Context: an optimization exercise on an open-source flow, tuned for small area and a short achievable clock period. The choices shown serve that exercise and are no tape-out recipe. At most, simulation tests tie the RTL to the original design; equivalence was not proved.

==> inputs of run M <==
==> flow/design.v (excerpt) <==
module me(
	input wire clk,
	input wire rst,
	input wire [7:0]data_in0,
	input wire [7:0]data_in1,
	input wire [7:0]data_in2,
	input wire [7:0]data_in3,
	input wire [7:0]data_in4,
	input wire [7:0]data_in5,
	input wire [7:0]data_in6,
	input wire [7:0]data_in7,
	input wire [7:0]data_in8,
	input wire [7:0]data_in9,
	input wire [7:0]data_in10,
	input wire [7:0]data_in11,
	input wire [7:0]data_in12,
	input wire [7:0]data_in13,
	input wire [7:0]data_in14,
	input wire [7:0]data_in15,
	input wire [7:0]data_in16,
	input wire [7:0]data_in17,
	input wire [7:0]data_in18,
	input wire [7:0]data_ref00,
	input wire [7:0]data_ref01,
	input wire [7:0]data_ref02,
	input wire [7:0]data_ref03,
	input wire [7:0]data_ref10,
	input wire [7:0]data_ref11,
	input wire [7:0]data_ref12,
	input wire [7:0]data_ref13,
	input wire [7:0]data_ref20,
	input wire [7:0]data_ref21,
	input wire [7:0]data_ref22,
	input wire [7:0]data_ref23,
	input wire [7:0]data_ref30,
	input wire [7:0]data_ref31,
	input wire [7:0]data_ref32,
	input wire [7:0]data_ref33,
	output wire rd1,
	output wire rd2,
	output wire [10:0]	addr1_0,
	output wire [10:0]	addr1_1,
	output wire [10:0]	addr2_0,
	output wire [10:0]	addr2_1,
	output wire [3:0]	mvx,
	output wire [3:0]	mvy,
	output wire [11:0]	min
	);
make LEC_CHECK=0 CAP_MARGIN=20 CORE_MARGIN=2 CORE_UTILIZATION=40 CTS_BUF_LIST='sky130_fd_sc_hd__clkbuf_4 sky130_fd_sc_hd__clkbuf_8' SLEW_MARGIN=20 SYNTH_HIERARCHICAL=1 finish   # period 40.0 ns
run.sh (not shown) runs the stock make flow with config.mk's settings and CLKGATE_MAP_FILE= SYNTH_SCRIPT=/design/flow/synth_recipe.tcl, a recipe that flattens the netlist after the stock synthesis.
==> run C: changes against run M <==
--- a/flow/design.v
+++ b/flow/design.v
@@ -37,13 +37,13 @@
 	input  wire [7:0] x11,
 	input  wire [7:0] x12,
 	input  wire [7:0] x13,
 	input  wire [7:0] x14,
 	input  wire [7:0] x15,
 	input  wire [15:0] co,
-	output wire [22:0] cs
+	output wire [31:0] cs
 	);
 	wire t1, t2;
 	fa ft1(.a(co[0]), .b(co[1]), .c(co[2]), .s(t1), .co(t2));
 	wire t3, t4;
 	fa ft3(.a(co[3]), .b(co[4]), .c(co[5]), .s(t3), .co(t4));
 	wire t5, t6;
@@ -289,62 +289,102 @@
 	wire t245, t246;
 	fa ft245(.a(t218), .b(t221), .c(t220), .s(t245), .co(t246));
 	wire t247, t248;
 	fa ft247(.a(t225), .b(t222), .c(t224), .s(t247), .co(t248));
 	wire t249, t250;
 	fa ft249(.a(t194), .b(t229), .c(t226), .s(t249), .co(t250));
+	assign cs = {t250, t230, t248, t249, t228, t247, t246, t227, t245, t244, t223, t243, t242, t219, t241, t240, t215, t239, t238, t211, t237, t236, t207, t235, t203, t234, t233, t197, t232, t231, t195, t145};
+endmodule
+module cpa(
+	input  wire [31:0] cs,
+	output wire [11:0] y
+	);
 	wire t251, t252;
-	ha ht251(.a(t145), .b(t195), .s(t251), .co(t252));
+	ha ht251(.a(cs[0]), .b(cs[1]), .s(t251), .co(t252));
 	wire t253, t254;
-	fa ft253(.a(t232), .b(t197), .c(t233), .s(t253), .co(t254));
+	fa ft253(.a(cs[3]), .b(cs[4]), .c(cs[5]), .s(t253), .co(t254));
 	wire t255, t256;
-	fa ft255(.a(t234), .b(t203), .c(t235), .s(t255), .co(t256));
+	fa ft255(.a(cs[6]), .b(cs[7]), .c(cs[8]), .s(t255), .co(t256));
 	wire t257, t258;
-	fa ft257(.a(t207), .b(t236), .c(t237), .s(t257), .co(t258));
+	fa ft257(.a(cs[9]), .b(cs[10]), .c(cs[11]), .s(t257), .co(t258));
 	wire t259, t260;
-	fa ft259(.a(t211), .b(t238), .c(t239), .s(t259), .co(t260));
+	fa ft259(.a(cs[12]), .b(cs[13]), .c(cs[14]), .s(t259), .co(t260));
 	wire t261, t262;
-	fa ft261(.a(t215), .b(t240), .c(t241), .s(t261), .co(t262));
+	fa ft261(.a(cs[15]), .b(cs[16]), .c(cs[17]), .s(t261), .co(t262));
 	wire t263, t264;
-	fa ft263(.a(t219), .b(t242), .c(t243), .s(t263), .co(t264));
+	fa ft263(.a(cs[18]), .b(cs[19]), .c(cs[20]), .s(t263), .co(t264));
 	wire t265, t266;
-	fa ft265(.a(t223), .b(t244), .c(t245), .s(t265), .co(t266));
+	fa ft265(.a(cs[21]), .b(cs[22]), .c(cs[23]), .s(t265), .co(t266));
 	wire t267, t268;
-	fa ft267(.a(t227), .b(t246), .c(t247), .s(t267), .co(t268));
+	fa ft267(.a(cs[24]), .b(cs[25]), .c(cs[26]), .s(t267), .co(t268));
 	wire t269, t270;
-	fa ft269(.a(t228), .b(t249), .c(t248), .s(t269), .co(t270));
+	fa ft269(.a(cs[27]), .b(cs[28]), .c(cs[29]), .s(t269), .co(t270));
 	wire t271, t272;
-	ha ht271(.a(t230), .b(t250), .s(t271), .co(t272));
-	assign cs = {t272, t270, t271, t269, t268, t267, t266, t265, t264, t263, t262, t261, t260, t259, t258, t257, t256, t255, t254, t253, t252, t251, t231};
+	ha ht271(.a(cs[30]), .b(cs[31]), .s(t271), .co(t272));
+	wire [11:0] a = {t272, t270, t268, t266, t264, t262, t260, t258, t256, t254, t252, t251};
+	wire [11:0] b = {1'b0, t271, t269, t267, t265, t263, t261, t259, t257, t255, t253, cs[2]};
+	wire [12:1] c;
+	ha h0(.a(a[0]), .b(b[0]), .s(y[0]), .co(c[1]));
+	genvar i;
+	generate for (i = 1; i < 12; i = i + 1) begin : rc
+		fa f(.a(a[i]), .b(b[i]), .c(c[i]), .s(y[i]), .co(c[i+1]));
+	end endgenerate
 endmodule
-module cpa(
-	input  wire [22:0] cs,
-	output wire [11:0] y
+module ltr(
+	input  wire [11:0] a,
+	input  wire [11:0] b,
+	output wire lt
 	);
-	wire [11:0] a = {cs[22], cs[20], cs[18], cs[16], cs[14], cs[12], cs[10], cs[8], cs[6], cs[4], cs[2], cs[0]};
-	wire [11:0] b = {1'b0, cs[21], cs[19], cs[17], cs[15], cs[13], cs[11], cs[9], cs[7], cs[5], cs[3], cs[1]};
-	assign y = a + b;
+	wire [12:0] l;
+	assign l[0] = 1'b0;
+	genvar i;
+	generate for (i = 0; i < 12; i = i + 1) begin : rc
+		assign l[i+1] = (a[i] & ~b[i]) | (l[i] & (a[i] | ~b[i]));
+	end endgenerate
+	assign lt = l[12];
 endmodule
 module comparator(
 	input  wire [191:0] sad,
-	output reg  [11:0] row_min,
-	output reg  [3:0] row_idx
+	output reg  [11:0] ma,
+	output reg  [11:0] mb,
+	output reg  [2:0] ia,
+	output reg  [2:0] ib
 	);
-	integer b, k;
-	reg [15:0] alive, z;
+	integer i;
+	wire [7:0] l1;
+	genvar g;
+	generate for (g = 0; g < 8; g = g + 1) begin : r1
+		ltr c(.a(sad[12*(2*g) +: 12]), .b(sad[12*(2*g+1) +: 12]), .lt(l1[g]));
+	end endgenerate
+	reg [11:0] m1 [0:7];
+	reg [11:0] m2 [0:3];
+	reg [11:0] m3 [0:1];
+	reg [0:0] i1 [0:7];
+	reg [1:0] i2 [0:3];
+	reg [2:0] i3 [0:1];
 	always @(*) begin
-		alive = 16'hffff;
-		for (b = 11; b >= 0; b = b - 1) begin
-			for (k = 0; k < 16; k = k + 1)
-				z[k] = alive[k] & ~sad[12*k + b];
-			row_min[b] = ~|z;
-			if (|z) alive = z;
+		for (i = 0; i < 8; i = i + 1) begin
+			m1[i] = l1[i] ? sad[12*(2*i+1) +: 12] : sad[12*(2*i) +: 12];
+			i1[i] = l1[i];
+		end
+		for (i = 0; i < 4; i = i + 1) begin
+			if (m1[2*i+1] < m1[2*i]) begin
+				m2[i] = m1[2*i+1]; i2[i] = {1'b1, i1[2*i+1]};
+			end else begin
+				m2[i] = m1[2*i]; i2[i] = {1'b0, i1[2*i]};
+			end
 		end
-		row_idx = 4'd15;
-		for (k = 15; k >= 0; k = k - 1)
-			if (alive[k]) row_idx = k;
+		for (i = 0; i < 2; i = i + 1) begin
+			if (m2[2*i+1] < m2[2*i]) begin
+				m3[i] = m2[2*i+1]; i3[i] = {1'b1, i2[2*i+1]};
+			end else begin
+				m3[i] = m2[2*i]; i3[i] = {1'b0, i2[2*i]};
+			end
+		end
+		ma = m3[0]; ia = i3[0];
+		mb = m3[1]; ib = i3[1];
 	end
 endmodule
 module ctl(
 	input  wire rst,
 	input  wire [4:0]  cnt,
 	input  wire [8:0]  a2x,
@@ -476,24 +516,20 @@
 	assign ref_in[10] = data_ref22;
 	assign ref_in[11] = data_ref23;
 	assign ref_in[12] = data_ref30;
 	assign ref_in[13] = data_ref31;
 	assign ref_in[14] = data_ref32;
 	assign ref_in[15] = data_ref33;
-	wire [7:0] nref [0:15];
-	generate for (genvar q = 0; q < 16; q = q + 1) begin : nr
-		assign nref[q] = ~ref_in[q];
-	end endgenerate
 	reg [7:0] re0 [0:18];
 	reg [7:0] re1 [0:18];
 	reg [7:0] re2 [0:18];
 	reg [7:0] re3 [0:18];
 	integer k;
 	always @(posedge clk) begin
 		for (k = 0; k < 19; k = k + 1) begin
-			re0[k] <= row_in[k];
+			re0[k] <= ~row_in[k];
 			re1[k] <= re0[k];
 			re2[k] <= re1[k];
 			re3[k] <= re2[k];
 		end
 	end
 	reg [4:0] cnt;
@@ -527,43 +563,51 @@
 	generate for (j = 0; j < 19; j = j + 1) begin : wr
 		assign w[0][j] = re3[j];
 		assign w[1][j] = re2[j];
 		assign w[2][j] = re1[j];
 		assign w[3][j] = re0[j];
 	end endgenerate
-	reg  [22:0] cs_r [0:15];
+	reg  [31:0] cs_r [0:15];
 	wire [191:0] sad;
 	generate for (x = 0; x < 16; x = x + 1) begin : cand
 		wire [7:0] xd [0:15];
 		wire [15:0] co;
 		for (i = 0; i < 4; i = i + 1) begin : pr
 			for (j = 0; j < 4; j = j + 1) begin : pc
-				pe pe0(.a(w[i][x+j]), .nb(nref[4*i+j]), .x(xd[4*i+j]), .co(co[4*i+j]));
+				pe pe0(.a(ref_in[4*i+j]), .nb(w[i][x+j]), .x(xd[4*i+j]), .co(co[4*i+j]));
 			end
 		end
-		wire [22:0] cs;
+		wire [31:0] cs;
 		array sum(.x0(xd[0]), .x1(xd[1]), .x2(xd[2]), .x3(xd[3]), .x4(xd[4]), .x5(xd[5]), .x6(xd[6]), .x7(xd[7]), .x8(xd[8]), .x9(xd[9]), .x10(xd[10]), .x11(xd[11]), .x12(xd[12]), .x13(xd[13]), .x14(xd[14]), .x15(xd[15]),
 			.co(co), .cs(cs));
 		always @(posedge clk) cs_r[x] <= cs;
 		cpa add(.cs(cs_r[x]), .y(sad[12*x +: 12]));
 	end endgenerate
-	wire [11:0] row_min;
-	wire [3:0] row_idx;
-	comparator cmp(.sad(sad), .row_min(row_min), .row_idx(row_idx));
-	reg [11:0] m_r;
-	reg [3:0] x_r, y_r;
+	wire [11:0] ma, mb;
+	wire [2:0] ia, ib;
+	comparator cmp(.sad(sad), .ma(ma), .mb(mb), .ia(ia), .ib(ib));
+	reg [11:0] ma_r, mb_r;
+	reg [2:0] ia_r, ib_r;
+	wire selb = mb_r < ma_r;
+	wire [11:0] m_r = selb ? mb_r : ma_r;
+	wire [3:0] x_r = {selb, selb ? ib_r : ia_r};
+	reg [3:0] y_r;
 	reg vld, first;
 	reg [11:0] min_q;
 	reg [3:0] mvx_q, mvy_q;
-	wire take = vld & (first | (m_r < min_q));
+	wire lta = ma_r < min_q;
+	wire ltb = mb_r < min_q;
+	wire take = vld & (first | (selb ? ltb : lta));
 	assign min = take ? m_r : min_q;
 	assign mvx = take ? x_r : mvx_q;
 	assign mvy = take ? y_r : mvy_q;
 	always @(posedge clk) begin
-		m_r <= row_min;
-		x_r <= row_idx;
+		ma_r <= ma;
+		mb_r <= mb;
+		ia_r <= ia;
+		ib_r <= ib;
 		y_r <= cnt[3:0] - 4'd4;
 		first <= (cnt == 5'd4);
 		if (rst) begin
 			vld <= 1'b0;
 			min_q <= 0;
 			mvx_q <= 0;
Settings changed: CTS_BUF_LIST sky130_fd_sc_hd__clkbuf_4 sky130_fd_sc_hd__clkbuf_8 to default.
==> run K: changes against run M <==
--- a/flow/design.v
+++ b/flow/design.v
@@ -319,32 +319,72 @@
 module cpa(
 	input  wire [22:0] cs,
 	output wire [11:0] y
 	);
 	wire [11:0] a = {cs[22], cs[20], cs[18], cs[16], cs[14], cs[12], cs[10], cs[8], cs[6], cs[4], cs[2], cs[0]};
 	wire [11:0] b = {1'b0, cs[21], cs[19], cs[17], cs[15], cs[13], cs[11], cs[9], cs[7], cs[5], cs[3], cs[1]};
-	assign y = a + b;
+	wire [12:1] c;
+	ha h0(.a(a[0]), .b(b[0]), .s(y[0]), .co(c[1]));
+	genvar i;
+	generate for (i = 1; i < 12; i = i + 1) begin : rc
+		fa f(.a(a[i]), .b(b[i]), .c(c[i]), .s(y[i]), .co(c[i+1]));
+	end endgenerate
+endmodule
+module ltr(
+	input  wire [11:0] a,
+	input  wire [11:0] b,
+	output wire lt
+	);
+	wire [12:0] l;
+	assign l[0] = 1'b0;
+	genvar i;
+	generate for (i = 0; i < 12; i = i + 1) begin : rc
+		assign l[i+1] = (a[i] & ~b[i]) | (l[i] & (a[i] | ~b[i]));
+	end endgenerate
+	assign lt = l[12];
 endmodule
 module comparator(
 	input  wire [191:0] sad,
-	output reg  [11:0] row_min,
-	output reg  [3:0] row_idx
+	output reg  [11:0] ma,
+	output reg  [11:0] mb,
+	output reg  [2:0] ia,
+	output reg  [2:0] ib
 	);
-	integer b, k;
-	reg [15:0] alive, z;
+	integer i;
+	wire [7:0] l1;
+	genvar g;
+	generate for (g = 0; g < 8; g = g + 1) begin : r1
+		ltr c(.a(sad[12*(2*g) +: 12]), .b(sad[12*(2*g+1) +: 12]), .lt(l1[g]));
+	end endgenerate
+	reg [11:0] m1 [0:7];
+	reg [11:0] m2 [0:3];
+	reg [11:0] m3 [0:1];
+	reg [0:0] i1 [0:7];
+	reg [1:0] i2 [0:3];
+	reg [2:0] i3 [0:1];
 	always @(*) begin
-		alive = 16'hffff;
-		for (b = 11; b >= 0; b = b - 1) begin
-			for (k = 0; k < 16; k = k + 1)
-				z[k] = alive[k] & ~sad[12*k + b];
-			row_min[b] = ~|z;
-			if (|z) alive = z;
-		end
-		row_idx = 4'd15;
-		for (k = 15; k >= 0; k = k - 1)
-			if (alive[k]) row_idx = k;
+		for (i = 0; i < 8; i = i + 1) begin
+			m1[i] = l1[i] ? sad[12*(2*i+1) +: 12] : sad[12*(2*i) +: 12];
+			i1[i] = l1[i];
+		end
+		for (i = 0; i < 4; i = i + 1) begin
+			if (m1[2*i+1] < m1[2*i]) begin
+				m2[i] = m1[2*i+1]; i2[i] = {1'b1, i1[2*i+1]};
+			end else begin
+				m2[i] = m1[2*i]; i2[i] = {1'b0, i1[2*i]};
+			end
+		end
+		for (i = 0; i < 2; i = i + 1) begin
+			if (m2[2*i+1] < m2[2*i]) begin
+				m3[i] = m2[2*i+1]; i3[i] = {1'b1, i2[2*i+1]};
+			end else begin
+				m3[i] = m2[2*i]; i3[i] = {1'b0, i2[2*i]};
+			end
+		end
+		ma = m3[0]; ia = i3[0];
+		mb = m3[1]; ib = i3[1];
 	end
 endmodule
 module ctl(
 	input  wire rst,
 	input  wire [4:0]  cnt,
 	input  wire [8:0]  a2x,
@@ -476,24 +516,20 @@
 	assign ref_in[10] = data_ref22;
 	assign ref_in[11] = data_ref23;
 	assign ref_in[12] = data_ref30;
 	assign ref_in[13] = data_ref31;
 	assign ref_in[14] = data_ref32;
 	assign ref_in[15] = data_ref33;
-	wire [7:0] nref [0:15];
-	generate for (genvar q = 0; q < 16; q = q + 1) begin : nr
-		assign nref[q] = ~ref_in[q];
-	end endgenerate
 	reg [7:0] re0 [0:18];
 	reg [7:0] re1 [0:18];
 	reg [7:0] re2 [0:18];
 	reg [7:0] re3 [0:18];
 	integer k;
 	always @(posedge clk) begin
 		for (k = 0; k < 19; k = k + 1) begin
-			re0[k] <= row_in[k];
+			re0[k] <= ~row_in[k];
 			re1[k] <= re0[k];
 			re2[k] <= re1[k];
 			re3[k] <= re2[k];
 		end
 	end
 	reg [4:0] cnt;
@@ -534,36 +570,42 @@
 	wire [191:0] sad;
 	generate for (x = 0; x < 16; x = x + 1) begin : cand
 		wire [7:0] xd [0:15];
 		wire [15:0] co;
 		for (i = 0; i < 4; i = i + 1) begin : pr
 			for (j = 0; j < 4; j = j + 1) begin : pc
-				pe pe0(.a(w[i][x+j]), .nb(nref[4*i+j]), .x(xd[4*i+j]), .co(co[4*i+j]));
+				pe pe0(.a(ref_in[4*i+j]), .nb(w[i][x+j]), .x(xd[4*i+j]), .co(co[4*i+j]));
 			end
 		end
 		wire [22:0] cs;
 		array sum(.x0(xd[0]), .x1(xd[1]), .x2(xd[2]), .x3(xd[3]), .x4(xd[4]), .x5(xd[5]), .x6(xd[6]), .x7(xd[7]), .x8(xd[8]), .x9(xd[9]), .x10(xd[10]), .x11(xd[11]), .x12(xd[12]), .x13(xd[13]), .x14(xd[14]), .x15(xd[15]),
 			.co(co), .cs(cs));
 		always @(posedge clk) cs_r[x] <= cs;
 		cpa add(.cs(cs_r[x]), .y(sad[12*x +: 12]));
 	end endgenerate
-	wire [11:0] row_min;
-	wire [3:0] row_idx;
-	comparator cmp(.sad(sad), .row_min(row_min), .row_idx(row_idx));
-	reg [11:0] m_r;
-	reg [3:0] x_r, y_r;
+	wire [11:0] ma, mb;
+	wire [2:0] ia, ib;
+	comparator cmp(.sad(sad), .ma(ma), .mb(mb), .ia(ia), .ib(ib));
+	reg [11:0] ma_r, mb_r;
+	reg [2:0] ia_r, ib_r;
+	wire selb = mb_r < ma_r;
+	wire [11:0] m_r = selb ? mb_r : ma_r;
+	wire [3:0] x_r = {selb, selb ? ib_r : ia_r};
+	reg [3:0] y_r;
 	reg vld, first;
 	reg [11:0] min_q;
 	reg [3:0] mvx_q, mvy_q;
 	wire take = vld & (first | (m_r < min_q));
 	assign min = take ? m_r : min_q;
 	assign mvx = take ? x_r : mvx_q;
 	assign mvy = take ? y_r : mvy_q;
 	always @(posedge clk) begin
-		m_r <= row_min;
-		x_r <= row_idx;
+		ma_r <= ma;
+		mb_r <= mb;
+		ia_r <= ia;
+		ib_r <= ib;
 		y_r <= cnt[3:0] - 4'd4;
 		first <= (cnt == 5'd4);
 		if (rst) begin
 			vld <= 1'b0;
 			min_q <= 0;
 			mvx_q <= 0;
Settings changed: CORE_UTILIZATION 40 to 65, CTS_BUF_LIST sky130_fd_sc_hd__clkbuf_4 sky130_fd_sc_hd__clkbuf_8 to default.
==> comparison table <==
quantity	run C	run M	run K
Run status	finished clean	finished clean	finished clean
Storage element area	24400 sq um	21300 sq um	21600 sq um
Startpoint of the most critical setup path	data_ref10[0]	cs_r[7][9]	data_ref33[0]
Non-clock buffers	479	532	529
Number of non-clock inverters in the layout	299	213	304
Critical Path RT	40.75 ns	41.04 ns	40.75 ns
Total routed wirelength	607000 microns	692000 microns	605000 microns
Full die area	360000 sq um	354000 sq um	216000 sq um
FF+latch count	1221	1063	1077
HPWL after detailed placement	481000 microns	550000 microns	455000 microns
Global-route met1 utilization	0.445	0.465	0.637
Clock period minus final worst setup slack	14.12 ns	19.62 ns	14.96 ns
Nets@finish	14400	14700	14200
Post-Syn Area	142000 sq um	140000 sq um	138000 sq um
Critical path buffer and inverter count	1	3	2
Total of flip-flops plus latches after synthesis	1221	1063	1077
Hold_ws	0.357 ns	0.359 ns	0.368 ns
Overall Global Routing Usage	0.345	0.393	0.577
Effective utilization at floorplan	0.403	0.401	0.652
For run M, only the layout was checked, not whether the RTL still works.

[port drivers added, routing unchanged]
The results above use ideal ports. As a check the final layouts listed here were re-extracted and re-timed, cells and wires unchanged. Step 1 (the two cells are an assumption about what drives the block):
set clk [get_ports {clk}]
set_driving_cell -lib_cell sky130_fd_sc_hd__clkbuf_16 $clk
set_driving_cell -lib_cell sky130_fd_sc_hd__buf_2 [delete_from_list [all_inputs] $clk]
Step 2, shift: input delay + t, output delay - t, t = (earliest + latest rising clock arrival at the registers) / 2. This alone moves slack from input paths to output paths. Slacks: ideal ports / drivers / drivers and shift; pairs: ideal ports / drivers.
run | shift t [ns] | setup WS [ns] | worst hold slack (ns) | worst setup path after step 2 | latest minus earliest clock arrival (ns)
run M | 1.211 | 20.383 / 20.383 / 20.383 | 0.359 / 0.359 / 0.359 | register to register | 0.139 / 0.139
run C | 1.010 | 25.883 / 25.951 / 24.940 | 0.357 / 0.357 / 0.357 | input to register | 0.095 / 0.095
run K | 0.962 | 25.036 / 25.118 / 24.157 | 0.368 / 0.368 / 0.368 | input to register | 0.054 / 0.055
After both steps setup and hold are still met in every run listed. For run C, which loses most, drivers alone change the setup slack by +0.068 ns; drivers and shift together by -0.943 ns.
